From an optimization exercise on the open Yosys and OpenROAD flow, aimed at small area, a short achievable clock period and few clock cycles per item; shortcuts taken in it are not production practice.
In this exercise RTL edits were held to simulation tests only and were not proved equivalent to the original.

--- design/flow/run.sh ---
#!/bin/bash
# synth_recipe.tcl (not shown) runs the flow's synth.tcl, then flattens the netlist and writes it again
# the make line also repeats each setting of config.mk as NAME=value (left out here)
make -C /OpenROAD-flow-scripts/flow DESIGN_CONFIG=/design/flow/config.mk WORK_HOME=/design/flow/orfs CLKGATE_MAP_FILE= SYNTH_SCRIPT=/design/flow/synth_recipe.tcl finish
--- design/flow/config.mk ---
export PLATFORM = sky130hd
export DESIGN_NAME = rsa_key
export DESIGN_NICKNAME = rsa_key
export VERILOG_FILES = /design/flow/design.v
export SDC_FILE = /design/flow/constraint.sdc
export NUM_CORES = 4
export LEC_CHECK = 0
export ABC_AREA = 1
export CAP_MARGIN = 20
export CORE_MARGIN = 2
export CORE_UTILIZATION = 40
export CTS_CLUSTER_DIAMETER = 80
export CTS_CLUSTER_SIZE = 30
export SLEW_MARGIN = 20
--- design/flow/constraint.sdc ---
create_clock -name core_clock -period 210.0 [get_ports {clk}]
set_input_delay 42.0000 -clock core_clock [delete_from_list [all_inputs] [get_ports {clk}]]
set_output_delay 42.0000 -clock core_clock [all_outputs]
set_load 0.01 [all_outputs]
--- design/flow/design.v ---
module rsa_row #(parameter K = 0, parameter W = 12) (
    input  [W-1:0]  R, B,
    input  [11:0]   X, TB,
    input           en,
    output [W-1:0]  RO,
    output [11:0]   XO,
    output          qo
);
    localparam WR = W - K;
    localparam WX = 12 - K;
    wire [WR:0]   c;
    wire [WR-1:0] d;
    wire [WX:0]   cx;
    wire [WX-1:0] sx;
    assign c[0]  = 1'b1;
    assign cx[0] = 1'b0;
    genvar j;
    generate for (j = 0; j < WR; j = j + 1) begin : bt
        wire x = R[K+j];
        wire y = ~B[j];
        assign d[j]   = x ^ y ^ c[j];
        assign c[j+1] = (x & y) | (x & c[j]) | (y & c[j]);
    end endgenerate
    wire q = en & c[WR];
    wire [WX-1:0] tb = TB[WX-1:0] & {WX{q}};
    generate for (j = 0; j < WX; j = j + 1) begin : bx
        wire x = X[K+j];
        wire y = tb[j];
        assign sx[j]   = x ^ y ^ cx[j];
        assign cx[j+1] = (x & y) | (x & cx[j]) | (y & cx[j]);
    end endgenerate
    assign qo = q;
    generate if (K == 0) begin : k0
        assign RO = q ? d : R;
        assign XO = sx;
    end else begin : kn
        assign RO = {q ? d : R[W-1:K], R[K-1:0]};
        assign XO = {sx, X[K-1:0]};
    end endgenerate
endmodule
module rsa_add #(parameter W = 12) (
    input  [W-1:0] a, b,
    input          ci,
    output [W-1:0] s,
    output         co
);
    wire [W:0] c;
    assign c[0] = ci;
    genvar j;
    generate for (j = 0; j < W; j = j + 1) begin : bt
        assign s[j]   = a[j] ^ b[j] ^ c[j];
        assign c[j+1] = (a[j] & b[j]) | (a[j] & c[j]) | (b[j] & c[j]);
    end endgenerate
    assign co = c[W];
endmodule
module rsa_cneg #(parameter W = 12) (
    input  [W-1:0] x,
    input          n,
    output [W-1:0] y
);
    wire [W-1:0] xi = x ^ {W{n}};
    wire [W:0]   c;
    assign c[0] = n;
    genvar j;
    generate for (j = 0; j < W; j = j + 1) begin : bt
        assign y[j]   = xi[j] ^ c[j];
        assign c[j+1] = xi[j] & c[j];
    end endgenerate
endmodule
module rsa_prep (
    input  [5:0]  p, q,
    output [11:0] N, Eu
);
    wire [11:0] acc [0:5];
    assign acc[0] = {6'd0, p & {6{q[0]}}};
    genvar i;
    generate for (i = 1; i < 6; i = i + 1) begin : mr
        wire [6:0] s;
        wire       co;
        rsa_add #(.W(6)) u_a (.a(acc[i-1][i+5:i]), .b(p & {6{q[i]}}), .ci(1'b0), .s(s[5:0]), .co(co));
        assign s[6] = co;
        if (i < 5) begin : lo
            assign acc[i] = {{(5-i){1'b0}}, s, acc[i-1][i-1:0]};
        end else begin : hi
            assign acc[i] = {s[6:0], acc[i-1][4:0]};
        end
    end endgenerate
    assign N = acc[5];
    wire [11:0] np = {6'h3f, ~p};
    wire [11:0] nq;
    rsa_cneg #(.W(12)) u_nq (.x({6'd0, q}), .n(1'b1), .y(nq));
    wire [11:0] cs = N ^ np ^ nq;
    wire [11:0] cc = (N & np) | (N & nq) | (np & nq);
    wire        co2;
    rsa_add #(.W(12)) u_e (.a(cs), .b({cc[10:0], 1'b1}), .ci(1'b1), .s(Eu), .co(co2));
endmodule
module rsa_rrow #(parameter K = 0, parameter W = 12) (
    input  [W-1:0]  R, B,
    input           en,
    output [W-1:0]  RO,
    output          qo
);
    localparam WR = W - K;
    wire [WR:0]   c;
    wire [WR-1:0] d;
    assign c[0] = 1'b1;
    genvar j;
    generate for (j = 0; j < WR; j = j + 1) begin : bt
        wire x = R[K+j];
        wire y = ~B[j];
        assign d[j]   = x ^ y ^ c[j];
        assign c[j+1] = (x & y) | (x & c[j]) | (y & c[j]);
    end endgenerate
    wire q = en & c[WR];
    assign qo = q;
    generate if (K == 0) begin : k0
        assign RO = q ? d : R;
    end else begin : kn
        assign RO = {q ? d : R[W-1:K], R[K-1:0]};
    end endgenerate
endmodule
module rsa_tb4 #(parameter I = 0) (
    input  [11:0] X, TB,
    input         q2, q1, q0,
    output [11:0] XO
);
    localparam WX = 12 - 2 * I;
    wire one = q1 ^ q0;
    wire two = (q2 & ~q1 & ~q0) | (~q2 & q1 & q0);
    wire neg = q2;
    wire [WX-1:0] tb  = TB[WX-1:0];
    wire [WX-1:0] tb2 = {TB[WX-2:0], 1'b0};
    wire [WX-1:0] pp  = ((tb & {WX{one}}) | (tb2 & {WX{two}})) ^ {WX{neg}};
    wire [WX:0]   c;
    wire [WX-1:0] s;
    assign c[0] = neg;
    genvar j;
    generate for (j = 0; j < WX; j = j + 1) begin : bt
        wire x = X[2*I+j];
        wire y = pp[j];
        assign s[j]   = x ^ y ^ c[j];
        assign c[j+1] = (x & y) | (x & c[j]) | (y & c[j]);
    end endgenerate
    generate if (I == 0) begin : i0
        assign XO = s;
    end else begin : in
        assign XO = {s, X[2*I-1:0]};
    end endgenerate
endmodule
module rsa_key #(parameter WIDTH = 6) (
    input                    clk,
    input                    rst_n,
    input                    in_valid,
    output                   in_ready,
    input  [WIDTH-1:0]       IN_P,
    input  [WIDTH-1:0]       IN_Q,
    input  [WIDTH*2-1:0]     IN_E,
    output reg               out_valid,
    output reg [WIDTH*2-1:0] OUT_N,
    output reg [WIDTH*2-1:0] OUT_D
);
assign in_ready = 1'b1;
reg v0;
reg [5:0] p0, q0;
reg [11:0] e0;
always @(posedge clk or negedge rst_n)
    if (~rst_n) v0 <= 1'b0; else v0 <= in_valid;
always @(posedge clk) begin p0 <= IN_P; q0 <= IN_Q; e0 <= IN_E; end
wire [11:0] c_N, c_Eu, c_A0, c_B0;
rsa_prep u_prep (.p(p0), .q(q0), .N(c_N), .Eu(c_Eu));
rsa_cneg #(.W(12)) u_na (.x(c_Eu), .n(c_Eu[11]), .y(c_A0));
rsa_cneg #(.W(12)) u_nb (.x(e0), .n(e0[11]), .y(c_B0));
wire        c_sp0 = ~(c_Eu[11] ^ e0[11]);
wire [10:0] c1_Bw = c_B0;
wire [10:0] c2_A;
wire c3_q;
rsa_rrow #(.K(10), .W(11)) u_d0_k10 (.R(c_A0), .B(c1_Bw), .en((|c_B0 & ~|c_B0[11:1])), .RO(c2_A), .qo(c3_q));
wire [10:0] c4_Bw = c_B0;
wire [10:0] c5_A;
wire c6_q;
rsa_rrow #(.K(9), .W(11)) u_d0_k9 (.R(c2_A), .B(c4_Bw), .en((|c_B0 & ~|c_B0[11:2])), .RO(c5_A), .qo(c6_q));
wire [10:0] c7_Bw = c_B0;
wire [10:0] c8_A;
wire c9_q;
rsa_rrow #(.K(8), .W(11)) u_d0_k8 (.R(c5_A), .B(c7_Bw), .en((|c_B0 & ~|c_B0[11:3])), .RO(c8_A), .qo(c9_q));
wire [10:0] c10_Bw = c_B0;
wire [10:0] c11_A;
wire c12_q;
rsa_rrow #(.K(7), .W(11)) u_d0_k7 (.R(c8_A), .B(c10_Bw), .en((|c_B0 & ~|c_B0[11:4])), .RO(c11_A), .qo(c12_q));
wire [10:0] c13_Bw = c_B0;
wire [10:0] c14_A;
wire c15_q;
rsa_rrow #(.K(6), .W(11)) u_d0_k6 (.R(c11_A), .B(c13_Bw), .en((|c_B0 & ~|c_B0[11:5])), .RO(c14_A), .qo(c15_q));
wire [10:0] c16_Bw = c_B0;
wire [10:0] c17_A;
wire c18_q;
rsa_rrow #(.K(5), .W(11)) u_d0_k5 (.R(c14_A), .B(c16_Bw), .en((|c_B0 & ~|c_B0[11:6])), .RO(c17_A), .qo(c18_q));
wire [10:0] c19_Bw = c_B0;
wire [10:0] c20_A;
wire c21_q;
rsa_rrow #(.K(4), .W(11)) u_d0_k4 (.R(c17_A), .B(c19_Bw), .en((|c_B0 & ~|c_B0[11:7])), .RO(c20_A), .qo(c21_q));
wire [10:0] c22_Bw = c_B0;
wire [10:0] c23_A;
wire c24_q;
rsa_rrow #(.K(3), .W(11)) u_d0_k3 (.R(c20_A), .B(c22_Bw), .en((|c_B0 & ~|c_B0[11:8])), .RO(c23_A), .qo(c24_q));
wire [10:0] c25_Bw = c_B0;
wire [10:0] c26_A;
wire c27_q;
rsa_rrow #(.K(2), .W(11)) u_d0_k2 (.R(c23_A), .B(c25_Bw), .en((|c_B0 & ~|c_B0[11:9])), .RO(c26_A), .qo(c27_q));
wire [10:0] c28_Bw = c_B0;
wire [10:0] c29_A;
wire c30_q;
rsa_rrow #(.K(1), .W(11)) u_d0_k1 (.R(c26_A), .B(c28_Bw), .en((|c_B0 & ~|c_B0[11:10])), .RO(c29_A), .qo(c30_q));
wire [10:0] c31_Bw = c_B0;
wire [10:0] c32_A;
wire c33_q;
rsa_rrow #(.K(0), .W(11)) u_d0_k0 (.R(c29_A), .B(c31_Bw), .en((|c_B0 & ~|c_B0[11:11])), .RO(c32_A), .qo(c33_q));
reg v1;
always @(posedge clk or negedge rst_n)
    if (~rst_n) v1 <= 1'b0; else v1 <= v0;
reg [10:0] s1_A;
always @(posedge clk) s1_A <= c32_A;
reg [11:0] s1_B;
always @(posedge clk) s1_B <= c_B0;
reg s1_sp;
always @(posedge clk) s1_sp <= c_sp0;
reg [11:0] s1_Eu;
always @(posedge clk) s1_Eu <= c_Eu;
reg [11:0] s1_N;
always @(posedge clk) s1_N <= c_N;
reg s1_q10;
always @(posedge clk) s1_q10 <= c3_q;
reg s1_q9;
always @(posedge clk) s1_q9 <= c6_q;
reg s1_q8;
always @(posedge clk) s1_q8 <= c9_q;
reg s1_q7;
always @(posedge clk) s1_q7 <= c12_q;
reg s1_q6;
always @(posedge clk) s1_q6 <= c15_q;
reg s1_q5;
always @(posedge clk) s1_q5 <= c18_q;
reg s1_q4;
always @(posedge clk) s1_q4 <= c21_q;
reg s1_q3;
always @(posedge clk) s1_q3 <= c24_q;
reg s1_q2;
always @(posedge clk) s1_q2 <= c27_q;
reg s1_q1;
always @(posedge clk) s1_q1 <= c30_q;
reg s1_q0;
always @(posedge clk) s1_q0 <= c33_q;
wire [11:0] c34_Q = {1'b0, s1_q10, s1_q9, s1_q8, s1_q7, s1_q6, s1_q5, s1_q4, s1_q3, s1_q2, s1_q1, s1_q0};
wire c35_bnz = |s1_B;
wire [11:0] c36_A = s1_B;
wire [10:0] c37_B = c35_bnz ? s1_A[10:0] : 11'd0;
wire [11:0] c38_X = 12'd1;
wire [11:0] c39_TB = c34_Q;
wire c40_par = c35_bnz ? ~1'b0 : 1'b0;
wire [11:0] c41_Bw = c37_B;
wire [11:0] c42_A;
wire c43_q;
rsa_rrow #(.K(11), .W(12)) u_d1_k11 (.R(c36_A), .B(c41_Bw), .en((|c37_B & ~|c37_B[10:1])), .RO(c42_A), .qo(c43_q));
wire [11:0] c44_Bw = c37_B;
wire [11:0] c45_A;
wire c46_q;
rsa_rrow #(.K(10), .W(12)) u_d1_k10 (.R(c42_A), .B(c44_Bw), .en((|c37_B & ~|c37_B[10:2])), .RO(c45_A), .qo(c46_q));
wire [11:0] c47_Bw = c37_B;
wire [11:0] c48_A;
wire c49_q;
rsa_rrow #(.K(9), .W(12)) u_d1_k9 (.R(c45_A), .B(c47_Bw), .en((|c37_B & ~|c37_B[10:3])), .RO(c48_A), .qo(c49_q));
wire [11:0] c50_X;
rsa_tb4 #(.I(5)) u_t1_i5 (.X(c38_X), .TB(c39_TB), .q2(c43_q), .q1(c46_q), .q0(c49_q), .XO(c50_X));
wire [11:0] c51_Bw = c37_B;
wire [11:0] c52_A;
wire c53_q;
rsa_rrow #(.K(8), .W(12)) u_d1_k8 (.R(c48_A), .B(c51_Bw), .en((|c37_B & ~|c37_B[10:4])), .RO(c52_A), .qo(c53_q));
wire [11:0] c54_Bw = c37_B;
wire [11:0] c55_A;
wire c56_q;
rsa_rrow #(.K(7), .W(12)) u_d1_k7 (.R(c52_A), .B(c54_Bw), .en((|c37_B & ~|c37_B[10:5])), .RO(c55_A), .qo(c56_q));
wire [11:0] c57_X;
rsa_tb4 #(.I(4)) u_t1_i4 (.X(c50_X), .TB(c39_TB), .q2(c49_q), .q1(c53_q), .q0(c56_q), .XO(c57_X));
wire [11:0] c58_Bw = c37_B;
wire [11:0] c59_A;
wire c60_q;
rsa_rrow #(.K(6), .W(12)) u_d1_k6 (.R(c55_A), .B(c58_Bw), .en((|c37_B & ~|c37_B[10:6])), .RO(c59_A), .qo(c60_q));
wire [11:0] c61_Bw = c37_B;
wire [11:0] c62_A;
wire c63_q;
rsa_rrow #(.K(5), .W(12)) u_d1_k5 (.R(c59_A), .B(c61_Bw), .en((|c37_B & ~|c37_B[10:7])), .RO(c62_A), .qo(c63_q));
wire [11:0] c64_X;
rsa_tb4 #(.I(3)) u_t1_i3 (.X(c57_X), .TB(c39_TB), .q2(c56_q), .q1(c60_q), .q0(c63_q), .XO(c64_X));
wire [11:0] c65_Bw = c37_B;
wire [11:0] c66_A;
wire c67_q;
rsa_rrow #(.K(4), .W(12)) u_d1_k4 (.R(c62_A), .B(c65_Bw), .en((|c37_B & ~|c37_B[10:8])), .RO(c66_A), .qo(c67_q));
wire [11:0] c68_Bw = c37_B;
wire [11:0] c69_A;
wire c70_q;
rsa_rrow #(.K(3), .W(12)) u_d1_k3 (.R(c66_A), .B(c68_Bw), .en((|c37_B & ~|c37_B[10:9])), .RO(c69_A), .qo(c70_q));
wire [11:0] c71_X;
rsa_tb4 #(.I(2)) u_t1_i2 (.X(c64_X), .TB(c39_TB), .q2(c63_q), .q1(c67_q), .q0(c70_q), .XO(c71_X));
wire [11:0] c72_Bw = c37_B;
wire [11:0] c73_A;
wire c74_q;
rsa_rrow #(.K(2), .W(12)) u_d1_k2 (.R(c69_A), .B(c72_Bw), .en((|c37_B & ~|c37_B[10:10])), .RO(c73_A), .qo(c74_q));
wire [11:0] c75_Bw = c37_B;
wire [11:0] c76_A;
wire c77_q;
rsa_rrow #(.K(1), .W(12)) u_d1_k1 (.R(c73_A), .B(c75_Bw), .en((|c37_B)), .RO(c76_A), .qo(c77_q));
wire [11:0] c78_X;
rsa_tb4 #(.I(1)) u_t1_i1 (.X(c71_X), .TB(c39_TB), .q2(c70_q), .q1(c74_q), .q0(c77_q), .XO(c78_X));
wire [11:0] c79_Bw = c37_B;
wire [11:0] c80_A;
wire c81_q;
rsa_rrow #(.K(0), .W(12)) u_d1_k0 (.R(c76_A), .B(c79_Bw), .en((|c37_B)), .RO(c80_A), .qo(c81_q));
reg v2;
always @(posedge clk or negedge rst_n)
    if (~rst_n) v2 <= 1'b0; else v2 <= v1;
reg [11:0] s2_A;
always @(posedge clk) s2_A <= c80_A;
reg [10:0] s2_B;
always @(posedge clk) s2_B <= c37_B;
reg [11:0] s2_X;
always @(posedge clk) s2_X <= c78_X;
reg [11:0] s2_TB;
always @(posedge clk) s2_TB <= c39_TB;
reg s2_par;
always @(posedge clk) s2_par <= c40_par;
reg s2_sp;
always @(posedge clk) s2_sp <= s1_sp;
reg [11:0] s2_Eu;
always @(posedge clk) s2_Eu <= s1_Eu;
reg [11:0] s2_N;
always @(posedge clk) s2_N <= s1_N;
reg s2_q1;
always @(posedge clk) s2_q1 <= c77_q;
reg s2_q0;
always @(posedge clk) s2_q0 <= c81_q;
wire [11:0] c82_X;
rsa_tb4 #(.I(0)) u_t1_i0 (.X(s2_X), .TB(s2_TB), .q2(s2_q1), .q1(s2_q0), .q0(1'b0), .XO(c82_X));
wire c83_bnz = |s2_B;
wire [10:0] c84_A = s2_B;
wire [9:0] c85_B = c83_bnz ? s2_A[9:0] : 10'd0;
wire [11:0] c86_X = s2_TB;
wire [11:0] c87_TB = c82_X;
wire c88_par = c83_bnz ? ~s2_par : s2_par;
wire [10:0] c89_Bw = c85_B;
wire [10:0] c90_A;
wire c91_q;
rsa_rrow #(.K(10), .W(11)) u_d2_k10 (.R(c84_A), .B(c89_Bw), .en((|c85_B & ~|c85_B[9:1])), .RO(c90_A), .qo(c91_q));
wire [10:0] c92_Bw = c85_B;
wire [10:0] c93_A;
wire c94_q;
rsa_rrow #(.K(9), .W(11)) u_d2_k9 (.R(c90_A), .B(c92_Bw), .en((|c85_B & ~|c85_B[9:2])), .RO(c93_A), .qo(c94_q));
wire [11:0] c95_X;
rsa_tb4 #(.I(5)) u_t2_i5 (.X(c86_X), .TB(c87_TB), .q2(1'b0), .q1(c91_q), .q0(c94_q), .XO(c95_X));
wire [10:0] c96_Bw = c85_B;
wire [10:0] c97_A;
wire c98_q;
rsa_rrow #(.K(8), .W(11)) u_d2_k8 (.R(c93_A), .B(c96_Bw), .en((|c85_B & ~|c85_B[9:3])), .RO(c97_A), .qo(c98_q));
wire [10:0] c99_Bw = c85_B;
wire [10:0] c100_A;
wire c101_q;
rsa_rrow #(.K(7), .W(11)) u_d2_k7 (.R(c97_A), .B(c99_Bw), .en((|c85_B & ~|c85_B[9:4])), .RO(c100_A), .qo(c101_q));
wire [11:0] c102_X;
rsa_tb4 #(.I(4)) u_t2_i4 (.X(c95_X), .TB(c87_TB), .q2(c94_q), .q1(c98_q), .q0(c101_q), .XO(c102_X));
wire [10:0] c103_Bw = c85_B;
wire [10:0] c104_A;
wire c105_q;
rsa_rrow #(.K(6), .W(11)) u_d2_k6 (.R(c100_A), .B(c103_Bw), .en((|c85_B & ~|c85_B[9:5])), .RO(c104_A), .qo(c105_q));
wire [10:0] c106_Bw = c85_B;
wire [10:0] c107_A;
wire c108_q;
rsa_rrow #(.K(5), .W(11)) u_d2_k5 (.R(c104_A), .B(c106_Bw), .en((|c85_B & ~|c85_B[9:6])), .RO(c107_A), .qo(c108_q));
wire [11:0] c109_X;
rsa_tb4 #(.I(3)) u_t2_i3 (.X(c102_X), .TB(c87_TB), .q2(c101_q), .q1(c105_q), .q0(c108_q), .XO(c109_X));
wire [10:0] c110_Bw = c85_B;
wire [10:0] c111_A;
wire c112_q;
rsa_rrow #(.K(4), .W(11)) u_d2_k4 (.R(c107_A), .B(c110_Bw), .en((|c85_B & ~|c85_B[9:7])), .RO(c111_A), .qo(c112_q));
wire [10:0] c113_Bw = c85_B;
wire [10:0] c114_A;
wire c115_q;
rsa_rrow #(.K(3), .W(11)) u_d2_k3 (.R(c111_A), .B(c113_Bw), .en((|c85_B & ~|c85_B[9:8])), .RO(c114_A), .qo(c115_q));
wire [11:0] c116_X;
rsa_tb4 #(.I(2)) u_t2_i2 (.X(c109_X), .TB(c87_TB), .q2(c108_q), .q1(c112_q), .q0(c115_q), .XO(c116_X));
wire [10:0] c117_Bw = c85_B;
wire [10:0] c118_A;
wire c119_q;
rsa_rrow #(.K(2), .W(11)) u_d2_k2 (.R(c114_A), .B(c117_Bw), .en((|c85_B & ~|c85_B[9:9])), .RO(c118_A), .qo(c119_q));
wire [10:0] c120_Bw = c85_B;
wire [10:0] c121_A;
wire c122_q;
rsa_rrow #(.K(1), .W(11)) u_d2_k1 (.R(c118_A), .B(c120_Bw), .en((|c85_B)), .RO(c121_A), .qo(c122_q));
wire [11:0] c123_X;
rsa_tb4 #(.I(1)) u_t2_i1 (.X(c116_X), .TB(c87_TB), .q2(c115_q), .q1(c119_q), .q0(c122_q), .XO(c123_X));
wire [10:0] c124_Bw = c85_B;
wire [10:0] c125_A;
wire c126_q;
rsa_rrow #(.K(0), .W(11)) u_d2_k0 (.R(c121_A), .B(c124_Bw), .en((|c85_B)), .RO(c125_A), .qo(c126_q));
wire [11:0] c127_X;
rsa_tb4 #(.I(0)) u_t2_i0 (.X(c123_X), .TB(c87_TB), .q2(c122_q), .q1(c126_q), .q0(1'b0), .XO(c127_X));
wire c128_bnz = |c85_B;
wire [9:0] c129_A = c85_B;
wire [9:0] c130_B = c128_bnz ? c125_A[9:0] : 10'd0;
wire [11:0] c131_X = c87_TB;
wire [11:0] c132_TB = c127_X;
wire c133_par = c128_bnz ? ~c88_par : c88_par;
wire [9:0] c134_Bw = c130_B;
wire [9:0] c135_A;
wire c136_q;
rsa_rrow #(.K(9), .W(10)) u_d3_k9 (.R(c129_A), .B(c134_Bw), .en((|c130_B & ~|c130_B[9:1])), .RO(c135_A), .qo(c136_q));
wire [11:0] c137_X;
rsa_tb4 #(.I(5)) u_t3_i5 (.X(c131_X), .TB(c132_TB), .q2(1'b0), .q1(1'b0), .q0(c136_q), .XO(c137_X));
reg v3;
always @(posedge clk or negedge rst_n)
    if (~rst_n) v3 <= 1'b0; else v3 <= v2;
reg [9:0] s3_A;
always @(posedge clk) s3_A <= c135_A;
reg [9:0] s3_B;
always @(posedge clk) s3_B <= c130_B;
reg [11:0] s3_X;
always @(posedge clk) s3_X <= c137_X;
reg [11:0] s3_TB;
always @(posedge clk) s3_TB <= c132_TB;
reg s3_par;
always @(posedge clk) s3_par <= c133_par;
reg s3_sp;
always @(posedge clk) s3_sp <= s2_sp;
reg [11:0] s3_Eu;
always @(posedge clk) s3_Eu <= s2_Eu;
reg [11:0] s3_N;
always @(posedge clk) s3_N <= s2_N;
reg s3_q9;
always @(posedge clk) s3_q9 <= c136_q;
wire [9:0] c138_Bw = s3_B;
wire [9:0] c139_A;
wire c140_q;
rsa_rrow #(.K(8), .W(10)) u_d3_k8 (.R(s3_A), .B(c138_Bw), .en((|s3_B & ~|s3_B[9:2])), .RO(c139_A), .qo(c140_q));
wire [9:0] c141_Bw = s3_B;
wire [9:0] c142_A;
wire c143_q;
rsa_rrow #(.K(7), .W(10)) u_d3_k7 (.R(c139_A), .B(c141_Bw), .en((|s3_B & ~|s3_B[9:3])), .RO(c142_A), .qo(c143_q));
wire [11:0] c144_X;
rsa_tb4 #(.I(4)) u_t3_i4 (.X(s3_X), .TB(s3_TB), .q2(s3_q9), .q1(c140_q), .q0(c143_q), .XO(c144_X));
wire [9:0] c145_Bw = s3_B;
wire [9:0] c146_A;
wire c147_q;
rsa_rrow #(.K(6), .W(10)) u_d3_k6 (.R(c142_A), .B(c145_Bw), .en((|s3_B & ~|s3_B[9:4])), .RO(c146_A), .qo(c147_q));
wire [9:0] c148_Bw = s3_B;
wire [9:0] c149_A;
wire c150_q;
rsa_rrow #(.K(5), .W(10)) u_d3_k5 (.R(c146_A), .B(c148_Bw), .en((|s3_B & ~|s3_B[9:5])), .RO(c149_A), .qo(c150_q));
wire [11:0] c151_X;
rsa_tb4 #(.I(3)) u_t3_i3 (.X(c144_X), .TB(s3_TB), .q2(c143_q), .q1(c147_q), .q0(c150_q), .XO(c151_X));
wire [9:0] c152_Bw = s3_B;
wire [9:0] c153_A;
wire c154_q;
rsa_rrow #(.K(4), .W(10)) u_d3_k4 (.R(c149_A), .B(c152_Bw), .en((|s3_B & ~|s3_B[9:6])), .RO(c153_A), .qo(c154_q));
wire [9:0] c155_Bw = s3_B;
wire [9:0] c156_A;
wire c157_q;
rsa_rrow #(.K(3), .W(10)) u_d3_k3 (.R(c153_A), .B(c155_Bw), .en((|s3_B & ~|s3_B[9:7])), .RO(c156_A), .qo(c157_q));
wire [11:0] c158_X;
rsa_tb4 #(.I(2)) u_t3_i2 (.X(c151_X), .TB(s3_TB), .q2(c150_q), .q1(c154_q), .q0(c157_q), .XO(c158_X));
wire [9:0] c159_Bw = s3_B;
wire [9:0] c160_A;
wire c161_q;
rsa_rrow #(.K(2), .W(10)) u_d3_k2 (.R(c156_A), .B(c159_Bw), .en((|s3_B & ~|s3_B[9:8])), .RO(c160_A), .qo(c161_q));
wire [9:0] c162_Bw = s3_B;
wire [9:0] c163_A;
wire c164_q;
rsa_rrow #(.K(1), .W(10)) u_d3_k1 (.R(c160_A), .B(c162_Bw), .en((|s3_B & ~|s3_B[9:9])), .RO(c163_A), .qo(c164_q));
wire [11:0] c165_X;
rsa_tb4 #(.I(1)) u_t3_i1 (.X(c158_X), .TB(s3_TB), .q2(c157_q), .q1(c161_q), .q0(c164_q), .XO(c165_X));
wire [9:0] c166_Bw = s3_B;
wire [9:0] c167_A;
wire c168_q;
rsa_rrow #(.K(0), .W(10)) u_d3_k0 (.R(c163_A), .B(c166_Bw), .en((|s3_B)), .RO(c167_A), .qo(c168_q));
wire [11:0] c169_X;
rsa_tb4 #(.I(0)) u_t3_i0 (.X(c165_X), .TB(s3_TB), .q2(c164_q), .q1(c168_q), .q0(1'b0), .XO(c169_X));
wire c170_bnz = |s3_B;
wire [9:0] c171_A = s3_B;
wire [8:0] c172_B = c170_bnz ? c167_A[8:0] : 9'd0;
wire [11:0] c173_X = s3_TB;
wire [11:0] c174_TB = c169_X;
wire c175_par = c170_bnz ? ~s3_par : s3_par;
wire [9:0] c176_Bw = c172_B;
wire [9:0] c177_A;
wire c178_q;
rsa_rrow #(.K(9), .W(10)) u_d4_k9 (.R(c171_A), .B(c176_Bw), .en((|c172_B & ~|c172_B[8:1])), .RO(c177_A), .qo(c178_q));
wire [11:0] c179_X;
rsa_tb4 #(.I(5)) u_t4_i5 (.X(c173_X), .TB(c174_TB), .q2(1'b0), .q1(1'b0), .q0(c178_q), .XO(c179_X));
wire [9:0] c180_Bw = c172_B;
wire [9:0] c181_A;
wire c182_q;
rsa_rrow #(.K(8), .W(10)) u_d4_k8 (.R(c177_A), .B(c180_Bw), .en((|c172_B & ~|c172_B[8:2])), .RO(c181_A), .qo(c182_q));
wire [9:0] c183_Bw = c172_B;
wire [9:0] c184_A;
wire c185_q;
rsa_rrow #(.K(7), .W(10)) u_d4_k7 (.R(c181_A), .B(c183_Bw), .en((|c172_B & ~|c172_B[8:3])), .RO(c184_A), .qo(c185_q));
wire [11:0] c186_X;
rsa_tb4 #(.I(4)) u_t4_i4 (.X(c179_X), .TB(c174_TB), .q2(c178_q), .q1(c182_q), .q0(c185_q), .XO(c186_X));
wire [9:0] c187_Bw = c172_B;
wire [9:0] c188_A;
wire c189_q;
rsa_rrow #(.K(6), .W(10)) u_d4_k6 (.R(c184_A), .B(c187_Bw), .en((|c172_B & ~|c172_B[8:4])), .RO(c188_A), .qo(c189_q));
wire [9:0] c190_Bw = c172_B;
wire [9:0] c191_A;
wire c192_q;
rsa_rrow #(.K(5), .W(10)) u_d4_k5 (.R(c188_A), .B(c190_Bw), .en((|c172_B & ~|c172_B[8:5])), .RO(c191_A), .qo(c192_q));
wire [11:0] c193_X;
rsa_tb4 #(.I(3)) u_t4_i3 (.X(c186_X), .TB(c174_TB), .q2(c185_q), .q1(c189_q), .q0(c192_q), .XO(c193_X));
wire [9:0] c194_Bw = c172_B;
wire [9:0] c195_A;
wire c196_q;
rsa_rrow #(.K(4), .W(10)) u_d4_k4 (.R(c191_A), .B(c194_Bw), .en((|c172_B & ~|c172_B[8:6])), .RO(c195_A), .qo(c196_q));
reg v4;
always @(posedge clk or negedge rst_n)
    if (~rst_n) v4 <= 1'b0; else v4 <= v3;
reg [9:0] s4_A;
always @(posedge clk) s4_A <= c195_A;
reg [8:0] s4_B;
always @(posedge clk) s4_B <= c172_B;
reg [11:0] s4_X;
always @(posedge clk) s4_X <= c193_X;
reg [11:0] s4_TB;
always @(posedge clk) s4_TB <= c174_TB;
reg s4_par;
always @(posedge clk) s4_par <= c175_par;
reg s4_sp;
always @(posedge clk) s4_sp <= s3_sp;
reg [11:0] s4_Eu;
always @(posedge clk) s4_Eu <= s3_Eu;
reg [11:0] s4_N;
always @(posedge clk) s4_N <= s3_N;
reg s4_q5;
always @(posedge clk) s4_q5 <= c192_q;
reg s4_q4;
always @(posedge clk) s4_q4 <= c196_q;
wire [9:0] c197_Bw = s4_B;
wire [9:0] c198_A;
wire c199_q;
rsa_rrow #(.K(3), .W(10)) u_d4_k3 (.R(s4_A), .B(c197_Bw), .en((|s4_B & ~|s4_B[8:7])), .RO(c198_A), .qo(c199_q));
wire [11:0] c200_X;
rsa_tb4 #(.I(2)) u_t4_i2 (.X(s4_X), .TB(s4_TB), .q2(s4_q5), .q1(s4_q4), .q0(c199_q), .XO(c200_X));
wire [9:0] c201_Bw = s4_B;
wire [9:0] c202_A;
wire c203_q;
rsa_rrow #(.K(2), .W(10)) u_d4_k2 (.R(c198_A), .B(c201_Bw), .en((|s4_B & ~|s4_B[8:8])), .RO(c202_A), .qo(c203_q));
wire [9:0] c204_Bw = s4_B;
wire [9:0] c205_A;
wire c206_q;
rsa_rrow #(.K(1), .W(10)) u_d4_k1 (.R(c202_A), .B(c204_Bw), .en((|s4_B)), .RO(c205_A), .qo(c206_q));
wire [11:0] c207_X;
rsa_tb4 #(.I(1)) u_t4_i1 (.X(c200_X), .TB(s4_TB), .q2(c199_q), .q1(c203_q), .q0(c206_q), .XO(c207_X));
wire [9:0] c208_Bw = s4_B;
wire [9:0] c209_A;
wire c210_q;
rsa_rrow #(.K(0), .W(10)) u_d4_k0 (.R(c205_A), .B(c208_Bw), .en((|s4_B)), .RO(c209_A), .qo(c210_q));
wire [11:0] c211_X;
rsa_tb4 #(.I(0)) u_t4_i0 (.X(c207_X), .TB(s4_TB), .q2(c206_q), .q1(c210_q), .q0(1'b0), .XO(c211_X));
wire c212_bnz = |s4_B;
wire [8:0] c213_A = s4_B;
wire [8:0] c214_B = c212_bnz ? c209_A[8:0] : 9'd0;
wire [11:0] c215_X = s4_TB;
wire [11:0] c216_TB = c211_X;
wire c217_par = c212_bnz ? ~s4_par : s4_par;
wire [8:0] c218_Bw = c214_B;
wire [8:0] c219_A;
wire c220_q;
rsa_rrow #(.K(8), .W(9)) u_d5_k8 (.R(c213_A), .B(c218_Bw), .en((|c214_B & ~|c214_B[8:1])), .RO(c219_A), .qo(c220_q));
wire [8:0] c221_Bw = c214_B;
wire [8:0] c222_A;
wire c223_q;
rsa_rrow #(.K(7), .W(9)) u_d5_k7 (.R(c219_A), .B(c221_Bw), .en((|c214_B & ~|c214_B[8:2])), .RO(c222_A), .qo(c223_q));
wire [11:0] c224_X;
rsa_tb4 #(.I(4)) u_t5_i4 (.X(c215_X), .TB(c216_TB), .q2(1'b0), .q1(c220_q), .q0(c223_q), .XO(c224_X));
wire [8:0] c225_Bw = c214_B;
wire [8:0] c226_A;
wire c227_q;
rsa_rrow #(.K(6), .W(9)) u_d5_k6 (.R(c222_A), .B(c225_Bw), .en((|c214_B & ~|c214_B[8:3])), .RO(c226_A), .qo(c227_q));
wire [8:0] c228_Bw = c214_B;
wire [8:0] c229_A;
wire c230_q;
rsa_rrow #(.K(5), .W(9)) u_d5_k5 (.R(c226_A), .B(c228_Bw), .en((|c214_B & ~|c214_B[8:4])), .RO(c229_A), .qo(c230_q));
wire [11:0] c231_X;
rsa_tb4 #(.I(3)) u_t5_i3 (.X(c224_X), .TB(c216_TB), .q2(c223_q), .q1(c227_q), .q0(c230_q), .XO(c231_X));
wire [8:0] c232_Bw = c214_B;
wire [8:0] c233_A;
wire c234_q;
rsa_rrow #(.K(4), .W(9)) u_d5_k4 (.R(c229_A), .B(c232_Bw), .en((|c214_B & ~|c214_B[8:5])), .RO(c233_A), .qo(c234_q));
wire [8:0] c235_Bw = c214_B;
wire [8:0] c236_A;
wire c237_q;
rsa_rrow #(.K(3), .W(9)) u_d5_k3 (.R(c233_A), .B(c235_Bw), .en((|c214_B & ~|c214_B[8:6])), .RO(c236_A), .qo(c237_q));
wire [11:0] c238_X;
rsa_tb4 #(.I(2)) u_t5_i2 (.X(c231_X), .TB(c216_TB), .q2(c230_q), .q1(c234_q), .q0(c237_q), .XO(c238_X));
wire [8:0] c239_Bw = c214_B;
wire [8:0] c240_A;
wire c241_q;
rsa_rrow #(.K(2), .W(9)) u_d5_k2 (.R(c236_A), .B(c239_Bw), .en((|c214_B & ~|c214_B[8:7])), .RO(c240_A), .qo(c241_q));
wire [8:0] c242_Bw = c214_B;
wire [8:0] c243_A;
wire c244_q;
rsa_rrow #(.K(1), .W(9)) u_d5_k1 (.R(c240_A), .B(c242_Bw), .en((|c214_B & ~|c214_B[8:8])), .RO(c243_A), .qo(c244_q));
wire [11:0] c245_X;
rsa_tb4 #(.I(1)) u_t5_i1 (.X(c238_X), .TB(c216_TB), .q2(c237_q), .q1(c241_q), .q0(c244_q), .XO(c245_X));
wire [8:0] c246_Bw = c214_B;
wire [8:0] c247_A;
wire c248_q;
rsa_rrow #(.K(0), .W(9)) u_d5_k0 (.R(c243_A), .B(c246_Bw), .en((|c214_B)), .RO(c247_A), .qo(c248_q));
wire [11:0] c249_X;
rsa_tb4 #(.I(0)) u_t5_i0 (.X(c245_X), .TB(c216_TB), .q2(c244_q), .q1(c248_q), .q0(1'b0), .XO(c249_X));
wire c250_bnz = |c214_B;
wire [8:0] c251_A = c214_B;
wire [7:0] c252_B = c250_bnz ? c247_A[7:0] : 8'd0;
wire [11:0] c253_X = c216_TB;
wire [11:0] c254_TB = c249_X;
wire c255_par = c250_bnz ? ~c217_par : c217_par;
wire f_z = ~|c252_B;
wire [11:0] f_u = (f_z & ~c255_par) ? c253_X : c254_TB;
wire f_neg = s4_sp & ~(f_z ? c255_par : ~c255_par);
wire [11:0] f_Eu = s4_Eu;
wire f_m = (f_neg & |f_u) | f_u[11];   
wire [11:0] f_df, f_ndf;
wire f_ge;
rsa_add #(.W(12)) u_df (.a(f_u), .b(~f_Eu), .ci(1'b1), .s(f_df), .co(f_ge));
rsa_cneg #(.W(12)) u_nd (.x(f_df), .n(1'b1), .y(f_ndf));
wire f_gt = f_ge & |f_df;
wire [11:0] f_D = f_m ? f_ndf : f_gt ? f_df : f_u;
always @(posedge clk or negedge rst_n)
    if (~rst_n) out_valid <= 1'b0; else out_valid <= v4;
always @(posedge clk) begin OUT_N <= s4_N; OUT_D <= f_D; end
endmodule
==> key figures <==
Yosys
  – Post-synth EDFFs: 0
  – Register area share after synthesis: 20.80%
  – Post-synth top area share: 31.03%
  – Count leader, synth: nand2_1
  – #FFs+latches synth: 325
  – Asr flop ratio synth: 1.846%
  – Synth Net Count: 4229
  – Post-synth top area cell: fa_1
  – Cell variety after synth: 63
  – Dominant cells by area after synthesis: fa_1 31%, dfxtp_1 20%, nand2_1 8.2%, inv_1 7.4%, xor2_1 6.2%
  – Synth Area per Inst: slightly below 9 µm²
  – Mapped Area: 31420 µm²
  – Syn. warnings: 3
  – Top FF cell, synth: dfxtp_1
  – Most frequent cells after synthesis: 686 x nand2_1, 617 x inv_1, 487 x fa_1, 319 x dfxtp_1, 222 x xor2_1
  – Cell count after synthesis: 3583

Setup path
  – Cell count of the worst reg-to-reg path: 147
  – Endpoint type of the worst setup path: output pin
  – Max FO, Critical Path: 1
  – Family with the most delay on the worst path: buffers and inverters
  – Critical path, cell by cell: clkdlybuf4s50_1
  – Slowest-stage cell, CP: clkdlybuf4s50_1
  – Buf/Inv on CP: 1
  – Worst Path Required: 168.00 ns
  – Critical Path AT: 1.45 ns
  – R2r endpoint: OUT_D[0]
  – CP Class: reg -> out
  – RR Startpoint: s4_B[0]
  – Worst path max stage delay: 0.53 ns
  – Reg-to-reg slack, setup: 168.69 ns
  – CP Launch Type: flip-flop

Clock tree
  – CTS tree: built
  – CTS H-tree lvls: 1
  – Clk Tree Root Cell: clkbuf_16
  – Post-CTS Hold Buffers: 0
  – CTS Sinks: between 300 and 400
  – Cts bufs inserted: 24
  – Post_cts resized: 0
  – Reg clk slew, reported paths: roughly 0.1 ns
  – Clock Latency Late Sink: 0.60 ns
  – Postcts setup bufs: 0
  – Clock buffer depth: 3

STA
  – Total negative setup slack: 0 ns
  – Final slew viol count: 0
  – Setup violations, final: 0
  – Final Hold Viols: 0
  – Fin crit share: 20.69%
  – Worst Max-Slew Pin Slew: 1.057 ns
  – Worst Skew: 0.03941 ns
  – Post-route minimum period: 43.46 ns
  – Max Clk Rate: 0.02301 GHz
  – Relative slew slack: between 20% and 30%
  – Unrepaired setup endpoints after global routing: false

Route
  – Initial DRC count: 1128
  – Total wire length: 68860 µm
  – Routed Antenna Nets: 0
  – Drt via density: 4.845
  – DRT Pass-1 Iters: 5
  – Drt drc: 0
  – Via Count: 22569
  – WL/cell: ~15 µm

Global routing
  – GRT Total Usage: between 10% and 20%
  – Largest net degree at the start of global routing: 31
  – GR Overflow Total: 0
  – Initial antenna violation count: 0
  – Number of global-route vias before repair: 23067
  – Global-route wire length before repair: 119000 µm

Job
  – Max cap viols: 0

Min path
  – Hold endpoint: s3_N[0]
  – Type of the most critical hold path: reg -> reg
  – Hold Crit Depth: 0
  – Min-Delay Startpoint: s2_N[0]

Floorplanning
  – Core area: approximately 78000 µm²
  – Initial Utilization: 40.49%
  – Die area: 80800 µm²
  – Chip height: between 200 and 300 µm
  – Horiz. Die Dim: roughly 280 µm
  – Num rows: 102
  – I/O pins: between 50 and 60

Placement
  – RD Place Congestion: ~0.85
  – Placed Area: 33020 µm²
  – IO buf count: ~50
  – DP HPWL: 57900 µm

Status
  – Status: timing/DRC/antenna clean

Final layout
  – Layout cells sized above 1: 7.076%
  – Post-route cell area: 33940 µm²
  – Final #Nets: around 4200
  – P&R area growth vs syn: 8.013%
  – Ant diodes: 0
-- through the flow --
step	hold WS, ns	setup slack (ns)	cells	utilization, %
after floorplan	0.3096	167.62	3583	-
after global placement	0.3101	167.17	4617	42.55
after detailed placement	0.3121	167.16	4617	42.55
after CTS	0.3327	166.49	4658	43.73
after global routing	0.3402	166.02	4658	43.73
final	0.3334	166.55	4658	43.73
-- layer usage --
layer	up-vias	GRT usage, %	share of wire (%)
met4	0	4.566	2.4
met1	10989	23.80	46
met5	-	0	0
met2	291	30.96	49
met3	84	1.629	2.8
li1	11205	-	-
-- layout by cell type (no fill, tap or decap), drive strengths merged, types with 31 or more instances in the layout --
master         instances
nand3                146
nor2                 196
dfxtp                319
o21ai                144
a31oi                 60
or2                   31
xor2                 222
clkdlybuf4s50         51
inv                  662
nand2                736
ha                   132
xnor2                 34
mux2i                 47
fa                   487
o22ai                157
-- kinds of logic (layout without fill, tap and decap cells) --
group,after synthesis,in the layout,synth area share (%)
fa+ha+maj,619,619,36.29
xor+xnor,256,256,7.137
simple gates,1190,1190,17.36
mux,48,48,1.533
flops,325,325,20.80
compound gates,396,396,7.622
buf+inv,748,783,9.247
other cells,1,1,0.01194
-- worst max-delay path by stage --
stage / from / endpoint / slack [ns] / cells past startpoint
3_3_place_gp: OUT_D[6] / OUT_D[6] / 167.17 / 1
2_1_floorplan: out_valid / out_valid / 167.62 / 0
5_1_grt: s4_B[0] / OUT_D[0] / 166.02 / 148
3_5_place_dp: OUT_D[6] / OUT_D[6] / 167.16 / 1
4_1_cts: OUT_D[6] / OUT_D[6] / 166.49 / 1
6_report: OUT_N[0] / OUT_N[0] / 166.55 / 1
-- area by class of cell --
class | count | area (µm²)
fillers | 7776 | 43660
clock inverters | 17 | 319.1
well taps | 1040 | 1301
flip-flops and latches | 325 | 6536
repair buffers | 73 | 675.6
clock buffers | 24 | 600.6
inverters | 669 | 2519
multi-input cells | 2510 | 21980
Testbench counts, summed over its fixed seeds: cycles 2,448, items 2,400.

[separate check: timing with driven ports]
No port has a modelled driver above. Below, the same layout with a new extraction and two added sets of constraints. Step 1 (the two cells are an assumption about what drives the block):
set clk [get_ports {clk}]
set_driving_cell -lib_cell sky130_fd_sc_hd__clkbuf_16 $clk
set_driving_cell -lib_cell sky130_fd_sc_hd__buf_2 [delete_from_list [all_inputs] $clk]
Step 2 moves the port delays by t, midway between the first and last clock arrival at a register: inputs arrive t later, outputs are due t later. That takes back most of the time a late clock gives input paths. Three values: ideal, step 1, step 2; two values: the first two.
t (ns): 0.643
setup slack, ns: 166.545 / 166.481 / 167.124
slew at the worst register clock pin (ns): 0.10 / 0.10
After both steps this run still meets setup and hold. The setup slack of this run moves by -0.064 ns with the drivers and by +0.579 ns with both steps.
